What follows belongs to an exercise in optimizing a design on an open flow for small area; a production flow would make more cautious choices. RTL that was checked went through simulation tests only; none was proved equivalent to the original.

==> run D <==
==> flow/design.v <==
module cpu # (
	parameter	ADDR_WIDTH = 12,
	parameter 	REG_WIDTH = 16
	)(
	input  wire	clk,
	input  wire	rst,
	input  wire	[15:0] data_mem2cpu,
	output wire	[15:0] data_cpu2mem,
	output wire	[ADDR_WIDTH-1:0] addr_cpu2mem,
	output wire	mem_en,
	output wire	mem_rd_en,
	output wire	mem_wr_en
	);
	localparam [3:0] C_NULL  = 4'd0;
	localparam [3:0] C_ADDSP = 4'd1;
	localparam [3:0] C_SUBSP = 4'd2;
	localparam [3:0] C_MOVS  = 4'd3;
	localparam [3:0] C_MOV   = 4'd4;
	localparam [3:0] C_ADDS  = 4'd5;
	localparam [3:0] C_LDRPC = 4'd6;
	localparam [3:0] C_LDR   = 4'd7;
	localparam [3:0] C_STR   = 4'd8;
	localparam [3:0] C_BN    = 4'd9;
	localparam [3:0] C_CMP   = 4'd10;
	localparam [3:0] C_BLEN  = 4'd11;
	localparam [1:0] E_NULL = 2'b00;
	localparam [1:0] E_WR   = 2'b01;
	localparam [1:0] E_LD   = 2'b11;
	localparam [1:0] E_ST   = 2'b10;
	wire [15:0] din = {data_mem2cpu[7:0], data_mem2cpu[15:8]};
	reg  [2:0]  cnt;
	reg  [15:1] pc;
	reg  [15:1] f_pcp;		 
	reg  [15:0] f_alu;
	reg         f_m2r;		 
	reg  [3:0]  f_wa;
	reg         f_we;
	reg  [3:0]  c_op;
	reg  [10:0] wq;
	reg         fv;			 
	reg         dR;			 
	reg         d_we;		 
	reg  [15:0] r_res;
	reg         r_take;
	reg  [3:0]  r_wa;
	reg  [1:0]  r_cls;
	reg  [15:0] rd2;
	reg  [15:0] alu;
	reg         tb;			 
	reg  [15:0] e_wd;
	reg  [3:0]  e_wa;
	reg  [1:0]  e_cls;
	reg  [15:0] rf0, rf1, rf2, rf3, rf4, rf5, rf6, rf7;
	reg  [15:0] rf8, rf9, rf10, rf11, rf12, rf13, rf14;
	wire        cnt4  = (cnt == 3'd4);
	wire [15:1] pcinc = pc + 15'd1;
	always @(posedge clk) begin
		if (rst || cnt4 || tb) cnt <= 3'd0;
		else                   cnt <= cnt + 3'd1;
		if (rst)       pc <= 15'd0;
		else if (tb)   pc <= alu[15:1];
		else if (cnt4) pc <= pcinc;
		f_pcp <= pcinc;
		f_alu <= alu;
		f_m2r <= (e_cls == E_LD);
		f_wa  <= e_wa;
		f_we  <= e_cls[0];
	end
	assign addr_cpu2mem = e_cls[1] ? {1'b0, alu[11:1]} : {1'b0, pc[11:1]};
	assign data_cpu2mem = {e_wd[7:0], e_wd[15:8]};
	assign mem_en       = 1'b1;
	assign mem_wr_en    = (e_cls == E_ST);
	assign mem_rd_en    = ~mem_wr_en;
	wire        fetch = (cnt == 3'd1) && !f_m2r;
	reg  [3:0]  cls;
	always @(*) begin
		casez (din[15:10])
			6'b10101?: cls = C_ADDSP;
			6'b101100: cls = C_SUBSP;
			6'b00100?: cls = C_MOVS;
			6'b010001: cls = C_MOV;
			6'b000111: cls = C_ADDS;
			6'b01001?: cls = C_LDRPC;
			6'b01101?: cls = C_LDR;
			6'b01100?: cls = C_STR;
			6'b11100?: cls = C_BN;
			6'b00101?: cls = C_CMP;
			6'b110111: cls = C_BLEN;
			default:   cls = C_NULL;
		endcase
	end
	always @(posedge clk) begin
		c_op <= fetch ? cls : C_NULL;
		wq   <= din[10:0];
		fv   <= fetch;
		dR   <= rst;
		d_we <= rst ? 1'b0 : f_we;
	end
	wire [15:0] wd  = f_m2r ? din : f_alu;
	wire [15:0] wdz = wd & {16{~rst}};		 
	wire [15:0] wd1 = {wdz[15:1], wd[0] | rst};	 
	wire [15:0] wda = {wdz[15:8], wd[7] | rst, wdz[6], wd[5] | rst, wdz[4:0]};	 
	wire [14:0] wsel;
	genvar gi;
	generate for (gi = 0; gi < 15; gi = gi + 1) begin : g_we
		assign wsel[gi] = rst | (f_we & (f_wa == gi));
	end endgenerate
	always @(posedge clk) begin
		if (wsel[0])  rf0  <= wdz;
		if (wsel[1])  rf1  <= wdz;
		if (wsel[2])  rf2  <= wd1;
		if (wsel[3])  rf3  <= wd1;
		if (wsel[4])  rf4  <= wdz;
		if (wsel[5])  rf5  <= wdz;
		if (wsel[6])  rf6  <= wdz;
		if (wsel[7])  rf7  <= wdz;
		if (wsel[8])  rf8  <= wdz;
		if (wsel[9])  rf9  <= wdz;
		if (wsel[10]) rf10 <= wdz;
		if (wsel[11]) rf11 <= wdz;
		if (wsel[12]) rf12 <= wdz;
		if (wsel[13]) rf13 <= wda;
		if (wsel[14]) rf14 <= wdz;
	end
	wire        c_mov = (c_op == C_MOV);
	wire [10:0] d_imm = (dR || !fv) ? 11'd0 : wq;
	wire [15:1] pcp   = dR ? 15'd0 : f_pcp;
	wire        c_sp  = (c_op == C_ADDSP) || (c_op == C_SUBSP);
	wire [2:0]  a1 = (c_op == C_CMP) ? wq[10:8] : d_imm[5:3];
	wire [15:0] lo1 = (rf0 & {16{a1 == 3'd0}}) | (rf1 & {16{a1 == 3'd1}}) | (rf2 & {16{a1 == 3'd2}}) | (rf3 & {16{a1 == 3'd3}})
	                | (rf4 & {16{a1 == 3'd4}}) | (rf5 & {16{a1 == 3'd5}}) | (rf6 & {16{a1 == 3'd6}}) | (rf7 & {16{a1 == 3'd7}});
	wire        ge = (lo1[7:0] >= d_imm[7:0]);	 
	wire [3:0]  a2 = c_mov ? d_imm[6:3] : {1'b0, d_imm[2:0]};
	wire [255:0] rfa = {{pcp,1'b0}, rf14, rf13, rf12, rf11, rf10, rf9, rf8, rf7, rf6, rf5, rf4, rf3, rf2, rf1, rf0};
	reg  [15:0] v2;
	integer k;
	always @(*) begin
		v2 = 16'd0;
		for (k = 0; k < 16; k = k + 1)
			v2 = v2 | (rfa[k*16 +: 16] & {16{a2 == k}});
	end
	wire [10:0] b = d_imm;
	wire ldpc_c = b[1] | (b[3] & ~b[0]);
	reg  [15:0] opa, opb;
	reg         cin;
	always @(*) begin
		opa = lo1; opb = 16'd0; cin = 1'b0;
		case (c_op)
			C_ADDSP: begin opa = rf13; opb = {6'd0, b[7:0], 2'b00}; end
			C_SUBSP: begin opa = rf13; opb = ~{9'd0, b[4:0], 2'b00}; cin = 1'b1; end
			C_MOVS:  begin opa = 16'd0; opb = {8'd0, b[7:0]}; end
			C_MOV:   begin opa = 16'd0; opb = v2; end
			C_ADDS:  opb = {13'd0, b[8:6]};
			C_LDRPC: begin opa = {pcp, 1'b0}; opb = {6'd0, b[7:0], ldpc_c, 1'b0}; end
			C_LDR, C_STR: opb = {9'd0, b[10:6], 2'b00};
			C_BN:    begin opa = {pcp, 1'b0}; opb = {4'd0, b[10:0], 1'b1}; cin = 1'b1; end
			C_BLEN:  begin opa = {pcp, 1'b0}; opb = {7'h7f, b[7:0], 1'b1}; cin = 1'b1; end
			C_CMP:   begin opa = {pcp, 1'b0}; opb = 16'd1; cin = 1'b1; end
			default: ;
		endcase
	end
	wire [15:0] sum  = opa + opb + {15'd0, cin};
	wire        take = (c_op == C_BN) || (c_op == C_BLEN) || ((c_op == C_CMP) && ge);
	reg [3:0] wa_n;
	always @(*) begin
		case (c_op)
			C_ADDSP, C_MOVS, C_LDRPC: wa_n = {1'b0, d_imm[10:8]};
			C_SUBSP:                  wa_n = 4'd13;
			C_MOV:                    wa_n = {wq[7], wq[2:0]};
			default:                  wa_n = {1'b0, d_imm[2:0]};
		endcase
	end
	reg [1:0] ecls_n;
	always @(*) begin
		case (c_op)
			C_ADDSP, C_SUBSP, C_MOVS, C_MOV, C_ADDS: ecls_n = E_WR;
			C_LDRPC, C_LDR: ecls_n = E_LD;
			C_STR:          ecls_n = E_ST;
			default:        ecls_n = E_NULL;
		endcase
	end
	always @(posedge clk) begin
		if (rst || !d_we) rd2 <= v2 & {16{~rst}};	 
		r_res <= sum;
		r_take <= rst ? 1'b0 : take;
		r_wa  <= wa_n;
		r_cls <= rst ? E_NULL : ecls_n;
	end
	always @(posedge clk) begin
		alu   <= r_res;
		tb    <= rst ? 1'b0 : r_take;
		e_wd  <= rst ? 16'd0 : rd2;
		e_wa  <= r_wa;
		e_cls <= rst ? E_NULL : r_cls;
	end
endmodule
==> flow/flow/run.sh <==
#!/bin/bash
# Own layout flow: the standard flow (standard.sh) with
#  - port buffers: the smallest buffer cell
#  - clock tree: large sink clusters driven by clkbuf_16, no dummy loads
# Each make run's full output goes to a log file in the work folder.
set -euo pipefail
W=$(pwd)
cat > "$W/area_synth.tcl" <<EOF
proc abc {args} {
  set out {}
  set skip 0
  foreach a \$args {
    if {\$skip} {
      set skip 0
      if {[string match *retime* \$a]} { lappend out -script \$a } else { lappend out -script $W/flow/area.abc }
      continue
    }
    if {\$a eq "-script"} { set skip 1; continue }
    lappend out \$a
  }
  yosys abc {*}\$out
}
source $W/synth_recipe.tcl
EOF
sed "s#SYNTH_SCRIPT=[^ ]*#SYNTH_SCRIPT=$W/area_synth.tcl#" "$W/standard.sh" > "$W/area_standard.sh"
grep -q "SYNTH_SCRIPT=$W/area_synth.tcl" "$W/area_standard.sh"
export BUFFER_PORTS_ARGS="-buffer_cell sky130_fd_sc_hd__buf_1"
export CTS_ARGS="-sink_clustering_enable -repair_clock_nets -dont_use_dummy_load -sink_clustering_size 30 -sink_clustering_max_diameter 100 -buf_list sky130_fd_sc_hd__clkbuf_16"
bash "$W/area_standard.sh" > "$W/flow_make.log" 2>&1
==> flow/flow/area.abc <==
strash
&get -n
&fraig -x
&put
scorr
dc2
strash
&get -n
&dch -f
&nf -R 1000
&put
==> flow/standard.sh <==
#!/bin/bash
# synth_recipe.tcl (not shown) runs the flow's synth.tcl, then flattens the netlist and writes it again
# the make line also repeats each setting of config.mk as NAME=value (left out here)
make -C /OpenROAD-flow-scripts/flow DESIGN_CONFIG=/design/flow/config.mk WORK_HOME=/design/flow/orfs CLKGATE_MAP_FILE= SYNTH_SCRIPT=/design/flow/synth_recipe.tcl "${@:-finish}"
==> flow/config.mk <==
export PLATFORM = sky130hd
export DESIGN_NAME = cpu
export DESIGN_NICKNAME = cpu
export VERILOG_FILES = /design/flow/design.v
export SDC_FILE = /design/flow/constraint.sdc
export NUM_CORES = 4
export LEC_CHECK = 0
export CAP_MARGIN = 20
export CORE_MARGIN = 2
export CORE_UTILIZATION = 55
export PLACE_DENSITY = 0.7
export SLEW_MARGIN = 20
==> flow/constraint.sdc <==
create_clock -name core_clock -period 7.0 [get_ports {clk}]
set_input_delay 1.4000 -clock core_clock [delete_from_list [all_inputs] [get_ports {clk}]]
set_output_delay 1.4000 -clock core_clock [all_outputs]
set_load 0.01 [all_outputs]
==> inputs of run P, as changes to run D <==
--- a/flow/design.v
+++ b/flow/design.v
@@ -13,14 +13,14 @@
 	);
-	localparam [3:0] C_NULL  = 4'd0;
-	localparam [3:0] C_ADDSP = 4'd1;
-	localparam [3:0] C_SUBSP = 4'd2;
-	localparam [3:0] C_MOVS  = 4'd3;
-	localparam [3:0] C_MOV   = 4'd4;
-	localparam [3:0] C_ADDS  = 4'd5;
-	localparam [3:0] C_LDRPC = 4'd6;
-	localparam [3:0] C_LDR   = 4'd7;
-	localparam [3:0] C_STR   = 4'd8;
-	localparam [3:0] C_BN    = 4'd9;
-	localparam [3:0] C_CMP   = 4'd10;
-	localparam [3:0] C_BLEN  = 4'd11;
+	localparam [3:0] C_NULL  = 4'b0000;
+	localparam [3:0] C_MOVS  = 4'b0001;
+	localparam [3:0] C_MOV   = 4'b0010;
+	localparam [3:0] C_ADDS  = 4'b0100;
+	localparam [3:0] C_LDR   = 4'b0101;
+	localparam [3:0] C_STR   = 4'b0110;
+	localparam [3:0] C_ADDSP = 4'b1000;
+	localparam [3:0] C_SUBSP = 4'b1001;
+	localparam [3:0] C_LDRPC = 4'b1100;
+	localparam [3:0] C_BN    = 4'b1101;
+	localparam [3:0] C_BLEN  = 4'b1110;
+	localparam [3:0] C_CMP   = 4'b1111;
 	localparam [1:0] E_NULL = 2'b00;
@@ -47,7 +47,6 @@
 	reg  [15:0] rd2;
-	reg  [15:0] alu;
 	reg         tb;			 
 	reg  [15:0] e_wd;
-	reg  [3:0]  e_wa;
 	reg  [1:0]  e_cls;
+	wire [15:0] sum;		 
 	reg  [15:0] rf0, rf1, rf2, rf3, rf4, rf5, rf6, rf7;
@@ -55,3 +54,2 @@
 	wire        cnt4  = (cnt == 3'd4);
-	wire [15:1] pcinc = pc + 15'd1;
 	always @(posedge clk) begin
@@ -60,11 +58,11 @@
 		if (rst)       pc <= 15'd0;
-		else if (tb)   pc <= alu[15:1];
-		else if (cnt4) pc <= pcinc;
-		f_pcp <= pcinc;
-		f_alu <= alu;
+		else if (tb)   pc <= r_res[15:1];
+		else if (cnt4) pc <= sum[15:1];
+		f_pcp <= sum[15:1];
+		f_alu <= r_res;
 		f_m2r <= (e_cls == E_LD);
-		f_wa  <= e_wa;
+		f_wa  <= r_wa;
 		f_we  <= e_cls[0];
 	end
-	assign addr_cpu2mem = e_cls[1] ? {1'b0, alu[11:1]} : {1'b0, pc[11:1]};
+	assign addr_cpu2mem = e_cls[1] ? {1'b0, r_res[11:1]} : {1'b0, pc[11:1]};
 	assign data_cpu2mem = {e_wd[7:0], e_wd[15:8]};
@@ -143,17 +141,19 @@
 	wire ldpc_c = b[1] | (b[3] & ~b[0]);
-	reg  [15:0] opa, opb;
+	reg  [15:0] opb;
+	wire [15:0] opa = c_op[3] ? (c_op[2] ? {pcp, 1'b0} : rf13) : (c_op[2] ? lo1 : (c_op[1:0] == 2'b00) ? {pc, 1'b0} : 16'd0);
 	reg         cin;
 	always @(*) begin
-		opa = lo1; opb = 16'd0; cin = 1'b0;
+		opb = 16'd0; cin = 1'b0;
 		case (c_op)
-			C_ADDSP: begin opa = rf13; opb = {6'd0, b[7:0], 2'b00}; end
-			C_SUBSP: begin opa = rf13; opb = ~{9'd0, b[4:0], 2'b00}; cin = 1'b1; end
-			C_MOVS:  begin opa = 16'd0; opb = {8'd0, b[7:0]}; end
-			C_MOV:   begin opa = 16'd0; opb = v2; end
+			C_ADDSP: begin opb = {6'd0, b[7:0], 2'b00}; end
+			C_SUBSP: begin opb = ~{9'd0, b[4:0], 2'b00}; cin = 1'b1; end
+			C_MOVS:  begin opb = {8'd0, b[7:0]}; end
+			C_MOV:   begin opb = v2; end
 			C_ADDS:  opb = {13'd0, b[8:6]};
-			C_LDRPC: begin opa = {pcp, 1'b0}; opb = {6'd0, b[7:0], ldpc_c, 1'b0}; end
+			C_LDRPC: begin opb = {6'd0, b[7:0], ldpc_c, 1'b0}; end
 			C_LDR, C_STR: opb = {9'd0, b[10:6], 2'b00};
-			C_BN:    begin opa = {pcp, 1'b0}; opb = {4'd0, b[10:0], 1'b1}; cin = 1'b1; end
-			C_BLEN:  begin opa = {pcp, 1'b0}; opb = {7'h7f, b[7:0], 1'b1}; cin = 1'b1; end
-			C_CMP:   begin opa = {pcp, 1'b0}; opb = 16'd1; cin = 1'b1; end
+			C_BN:    begin opb = {4'd0, b[10:0], 1'b1}; cin = 1'b1; end
+			C_BLEN:  begin opb = {7'h7f, b[7:0], 1'b1}; cin = 1'b1; end
+			C_CMP:   begin opb = 16'd1; cin = 1'b1; end
+			C_NULL:  opb = 16'd2;
 			default: ;
@@ -161,3 +161,3 @@
 	end
-	wire [15:0] sum  = opa + opb + {15'd0, cin};
+	assign sum = opa + opb + {15'd0, cin};
 	wire        take = (c_op == C_BN) || (c_op == C_BLEN) || ((c_op == C_CMP) && ge);
@@ -183,5 +183,7 @@
 		if (rst || !d_we) rd2 <= v2 & {16{~rst}};	 
-		r_res <= sum;
+		if (c_op != C_NULL) begin
+			r_res <= sum;
+			r_wa  <= wa_n;
+		end
 		r_take <= rst ? 1'b0 : take;
-		r_wa  <= wa_n;
 		r_cls <= rst ? E_NULL : ecls_n;
@@ -189,6 +191,4 @@
 	always @(posedge clk) begin
-		alu   <= r_res;
 		tb    <= rst ? 1'b0 : r_take;
-		e_wd  <= rst ? 16'd0 : rd2;
-		e_wa  <= r_wa;
+		e_wd  <= rd2;	 
 		e_cls <= rst ? E_NULL : r_cls;
--- a/flow/flow/run.sh
+++ b/flow/flow/run.sh
@@ -3,3 +3,3 @@
 #  - port buffers: the smallest buffer cell
-#  - clock tree: large sink clusters driven by clkbuf_16, no dummy loads
+#  - clock tree: small sink clusters driven by clkbuf_4, no dummy loads
 # Each make run's full output goes to a log file in the work folder.
@@ -27,3 +27,3 @@
 export BUFFER_PORTS_ARGS="-buffer_cell sky130_fd_sc_hd__buf_1"
-export CTS_ARGS="-sink_clustering_enable -repair_clock_nets -dont_use_dummy_load -sink_clustering_size 30 -sink_clustering_max_diameter 100 -buf_list sky130_fd_sc_hd__clkbuf_16"
+export CTS_ARGS="-sink_clustering_enable -repair_clock_nets -dont_use_dummy_load -sink_clustering_size 10 -sink_clustering_max_diameter 40 -buf_list sky130_fd_sc_hd__clkbuf_4"
 bash "$W/area_standard.sh" > "$W/flow_make.log" 2>&1
==> flow/flow/area.abc (replaced) <==
strash
dc2
dc2
&get -n
&deepsyn -T 60
&put
&get -n
&dch -f
&nf -R 1000
&put
- CAP_MARGIN: 20 -> 0
- CORE_UTILIZATION: 55 -> 65
- PLACE_DENSITY: 0.7 -> 0.8
- SLEW_MARGIN: 20 -> 0
==> inputs of run R, as changes to run D <==
--- a/flow/design.v
+++ b/flow/design.v
@@ -39,10 +39,9 @@
 	reg  [10:0] wq;
-	reg         fv;			 
 	reg         dR;			 
 	reg         d_we;		 
-	reg  [15:0] r_res;
-	reg         r_take;
+	reg  [3:0]  r_op;
 	reg  [3:0]  r_wa;
-	reg  [1:0]  r_cls;
-	reg  [15:0] rd2;
+	reg  [10:0] r_imm;
+	reg  [15:1] r_pcp;
+	reg  [15:0] rd1, rd2;
 	reg  [15:0] alu;
@@ -51,2 +50,3 @@
 	reg  [3:0]  e_wa;
+	reg  [15:1] e_pcb;
 	reg  [1:0]  e_cls;
@@ -60,3 +60,3 @@
 		if (rst)       pc <= 15'd0;
-		else if (tb)   pc <= alu[15:1];
+		else if (tb)   pc <= e_pcb;
 		else if (cnt4) pc <= pcinc;
@@ -93,4 +93,3 @@
 		c_op <= fetch ? cls : C_NULL;
-		wq   <= din[10:0];
-		fv   <= fetch;
+		wq   <= fetch ? din[10:0] : 11'd0;
 		dR   <= rst;
@@ -124,41 +123,41 @@
 	end
-	wire        c_mov = (c_op == C_MOV);
-	wire [10:0] d_imm = (dR || !fv) ? 11'd0 : wq;
-	wire [15:1] pcp   = dR ? 15'd0 : f_pcp;
+	wire [10:0] d_imm = dR ? 11'd0 : wq;
+	wire [15:0] pcv   = dR ? 16'd0 : {f_pcp, 1'b0};
 	wire        c_sp  = (c_op == C_ADDSP) || (c_op == C_SUBSP);
-	wire [2:0]  a1 = (c_op == C_CMP) ? wq[10:8] : d_imm[5:3];
-	wire [15:0] lo1 = (rf0 & {16{a1 == 3'd0}}) | (rf1 & {16{a1 == 3'd1}}) | (rf2 & {16{a1 == 3'd2}}) | (rf3 & {16{a1 == 3'd3}})
-	                | (rf4 & {16{a1 == 3'd4}}) | (rf5 & {16{a1 == 3'd5}}) | (rf6 & {16{a1 == 3'd6}}) | (rf7 & {16{a1 == 3'd7}});
-	wire        ge = (lo1[7:0] >= d_imm[7:0]);	 
-	wire [3:0]  a2 = c_mov ? d_imm[6:3] : {1'b0, d_imm[2:0]};
-	wire [255:0] rfa = {{pcp,1'b0}, rf14, rf13, rf12, rf11, rf10, rf9, rf8, rf7, rf6, rf5, rf4, rf3, rf2, rf1, rf0};
+	reg  [15:0] lo1;
+	always @(*) begin
+		case ((c_op == C_CMP) ? wq[10:8] : d_imm[5:3])
+			3'd0: lo1 = rf0;
+			3'd1: lo1 = rf1;
+			3'd2: lo1 = rf2;
+			3'd3: lo1 = rf3;
+			3'd4: lo1 = rf4;
+			3'd5: lo1 = rf5;
+			3'd6: lo1 = rf6;
+			default: lo1 = rf7;
+		endcase
+	end
+	wire [15:0] v1 = c_sp ? rf13 : (c_op == C_LDRPC) ? pcv : lo1;
+	wire [3:0]  a2 = (c_op == C_MOV) ? d_imm[6:3] : {1'b0, d_imm[2:0]};
 	reg  [15:0] v2;
-	integer k;
-	always @(*) begin
-		v2 = 16'd0;
-		for (k = 0; k < 16; k = k + 1)
-			v2 = v2 | (rfa[k*16 +: 16] & {16{a2 == k}});
-	end
-	wire [10:0] b = d_imm;
-	wire ldpc_c = b[1] | (b[3] & ~b[0]);
-	reg  [15:0] opa, opb;
-	reg         cin;
-	always @(*) begin
-		opa = lo1; opb = 16'd0; cin = 1'b0;
-		case (c_op)
-			C_ADDSP: begin opa = rf13; opb = {6'd0, b[7:0], 2'b00}; end
-			C_SUBSP: begin opa = rf13; opb = ~{9'd0, b[4:0], 2'b00}; cin = 1'b1; end
-			C_MOVS:  begin opa = 16'd0; opb = {8'd0, b[7:0]}; end
-			C_MOV:   begin opa = 16'd0; opb = v2; end
-			C_ADDS:  opb = {13'd0, b[8:6]};
-			C_LDRPC: begin opa = {pcp, 1'b0}; opb = {6'd0, b[7:0], ldpc_c, 1'b0}; end
-			C_LDR, C_STR: opb = {9'd0, b[10:6], 2'b00};
-			C_BN:    begin opa = {pcp, 1'b0}; opb = {4'd0, b[10:0], 1'b1}; cin = 1'b1; end
-			C_BLEN:  begin opa = {pcp, 1'b0}; opb = {7'h7f, b[7:0], 1'b1}; cin = 1'b1; end
-			C_CMP:   begin opa = {pcp, 1'b0}; opb = 16'd1; cin = 1'b1; end
-			default: ;
-		endcase
-	end
-	wire [15:0] sum  = opa + opb + {15'd0, cin};
-	wire        take = (c_op == C_BN) || (c_op == C_BLEN) || ((c_op == C_CMP) && ge);
+	always @(*) begin
+		case (a2)
+			4'd0:  v2 = rf0;
+			4'd1:  v2 = rf1;
+			4'd2:  v2 = rf2;
+			4'd3:  v2 = rf3;
+			4'd4:  v2 = rf4;
+			4'd5:  v2 = rf5;
+			4'd6:  v2 = rf6;
+			4'd7:  v2 = rf7;
+			4'd8:  v2 = rf8;
+			4'd9:  v2 = rf9;
+			4'd10: v2 = rf10;
+			4'd11: v2 = rf11;
+			4'd12: v2 = rf12;
+			4'd13: v2 = rf13;
+			4'd14: v2 = rf14;
+			default: v2 = pcv;
+		endcase
+	end
 	reg [3:0] wa_n;
@@ -172,5 +171,44 @@
 	end
+	always @(posedge clk) begin
+		if (!d_we) rd1 <= v1;
+		if (rst)        rd2 <= 16'd0;
+		else if (!d_we) rd2 <= v2;
+		r_op  <= rst ? C_NULL : c_op;
+		r_wa  <= wa_n;
+		r_imm <= d_imm;
+		r_pcp <= dR ? 15'd0 : f_pcp;
+	end
+	wire [10:0] b = r_imm;
+	wire ldpc_c = b[1] | (b[3] & ~b[0]);
+	reg  [15:0] opa, opb;
+	reg         cin;
+	always @(*) begin
+		opa = rd1; opb = 16'd0; cin = 1'b0;
+		case (r_op)
+			C_ADDSP: opb = {6'd0, b[7:0], 2'b00};
+			C_SUBSP: begin opb = ~{9'd0, b[4:0], 2'b00}; cin = 1'b1; end
+			C_MOVS:  begin opa = 16'd0; opb = {8'd0, b[7:0]}; end
+			C_MOV:   begin opa = 16'd0; opb = rd2; end
+			C_ADDS:  opb = {13'd0, b[8:6]};
+			C_LDRPC: opb = {6'd0, b[7:0], ldpc_c, 1'b0};
+			C_LDR, C_STR: opb = {9'd0, b[10:6], 2'b00};
+			C_CMP:   begin opb = {8'd0, ~b[7:0]}; cin = 1'b1; end
+			default: ;
+		endcase
+	end
+	wire [15:0] sum = opa + opb + {15'd0, cin};
+	wire        ge  = sum[8] ^ rd1[8];	 
+	wire        is_res = (r_op != C_NULL) && (r_op != C_BN) && (r_op != C_CMP) && (r_op != C_BLEN);
+	wire        take = (r_op == C_BN) || (r_op == C_BLEN) || ((r_op == C_CMP) && ge);
+	reg [14:0] tx;
+	always @(*) begin
+		case (r_op)
+			C_CMP:   tx = 15'd0;
+			C_BLEN:  tx = {7'h7f, b[7:0]};
+			default: tx = {4'd0, b[10:0]};
+		endcase
+	end
 	reg [1:0] ecls_n;
 	always @(*) begin
-		case (c_op)
+		case (r_op)
 			C_ADDSP, C_SUBSP, C_MOVS, C_MOV, C_ADDS: ecls_n = E_WR;
@@ -182,14 +220,8 @@
 	always @(posedge clk) begin
-		if (rst || !d_we) rd2 <= v2 & {16{~rst}};	 
-		r_res <= sum;
-		r_take <= rst ? 1'b0 : take;
-		r_wa  <= wa_n;
-		r_cls <= rst ? E_NULL : ecls_n;
-	end
-	always @(posedge clk) begin
-		alu   <= r_res;
-		tb    <= rst ? 1'b0 : r_take;
+		alu   <= is_res ? sum : 16'd0;
+		tb    <= rst ? 1'b0 : take;
 		e_wd  <= rst ? 16'd0 : rd2;
 		e_wa  <= r_wa;
-		e_cls <= rst ? E_NULL : r_cls;
+		e_pcb <= r_pcp + tx + 15'd1;
+		e_cls <= rst ? E_NULL : ecls_n;
 	end
==> flow/run.sh (new file) <==
#!/bin/bash
# synth_recipe.tcl (not shown) runs the flow's synth.tcl, then flattens the netlist and writes it again
# the make line also repeats each setting of config.mk as NAME=value (left out here)
make -C /OpenROAD-flow-scripts/flow DESIGN_CONFIG=/design/flow/config.mk WORK_HOME=/design/flow/orfs CLKGATE_MAP_FILE= SYNTH_SCRIPT=/design/flow/synth_recipe.tcl finish
- CORE_UTILIZATION: 55 -> 40
- PLACE_DENSITY: 0.7 -> not set
removed: flow/flow/run.sh
removed: flow/flow/area.abc
removed: flow/standard.sh
==> flow_metrics.env <==
export IMPL_status="finished clean"
export IMPL_cp_depth=14
export IMPL_netlist_area_um2=18700
export IMPL_cpLargestDelayFamily="simple AND/OR/NAND/NOR gates"
-- figures above: run R

==> flow_metrics.env <==
export IMPL_status="finished clean"
export IMPL_die_area_um2=24000
export IMPL_cp_depth=29
export IMPL_die_y_um=155
export IMPL_post_route_cell_area_um2=16100
export IMPL_use_met2_pct=54.8
export IMPL_cpLargestDelayFamily="compound AO/OA/AOI/OAI gates"
export IMPL_netlist_area_um2=14800
-- figures above: run P

==> flow_metrics.env <==
export IMPL_status="finished clean"
export IMPL_cp_depth=27
export IMPL_cts_tree="built"
export IMPL_nFlopsAndLatches=391
export IMPL_drc=0
export IMPL_cp_max_fo=16
export IMPL_critPathCapture="r_res[15]"
export IMPL_dr_max_layer_used="met4"
-- figures above: run D

Only the layout flow was run in run D; the RTL was not checked for function there.

-- re-timing with driven ports --
No port has a modelled driver above. Below, the same layouts with a new extraction and two added sets of constraints. Step 1, drivers: a clkbuf_16 drives clk and a buf_2 each remaining input, both assumed. Step 2 times the ports against the registers' clock, not the clock port: input delays grow and output delays shrink by t, the midpoint of the rising clock arrivals with the driver on. Slacks: ideal ports / drivers / drivers and shift; pairs: ideal ports / drivers.
| run | t (ns) | setup WS [ns] | hold slack, ns |
|---|---|---|---|
| run D | 0.552 | 0.905 / 0.905 / 0.905 | 0.330 / 0.330 / 0.330 |
| run P | 0.714 | 0.732 / 0.732 / 0.732 | 0.300 / 0.300 / 0.300 |
| run R | 0.643 | 2.429 / 2.429 / 2.429 | 0.328 / 0.328 / 0.328 |
After both steps setup and hold are still met in every run listed.
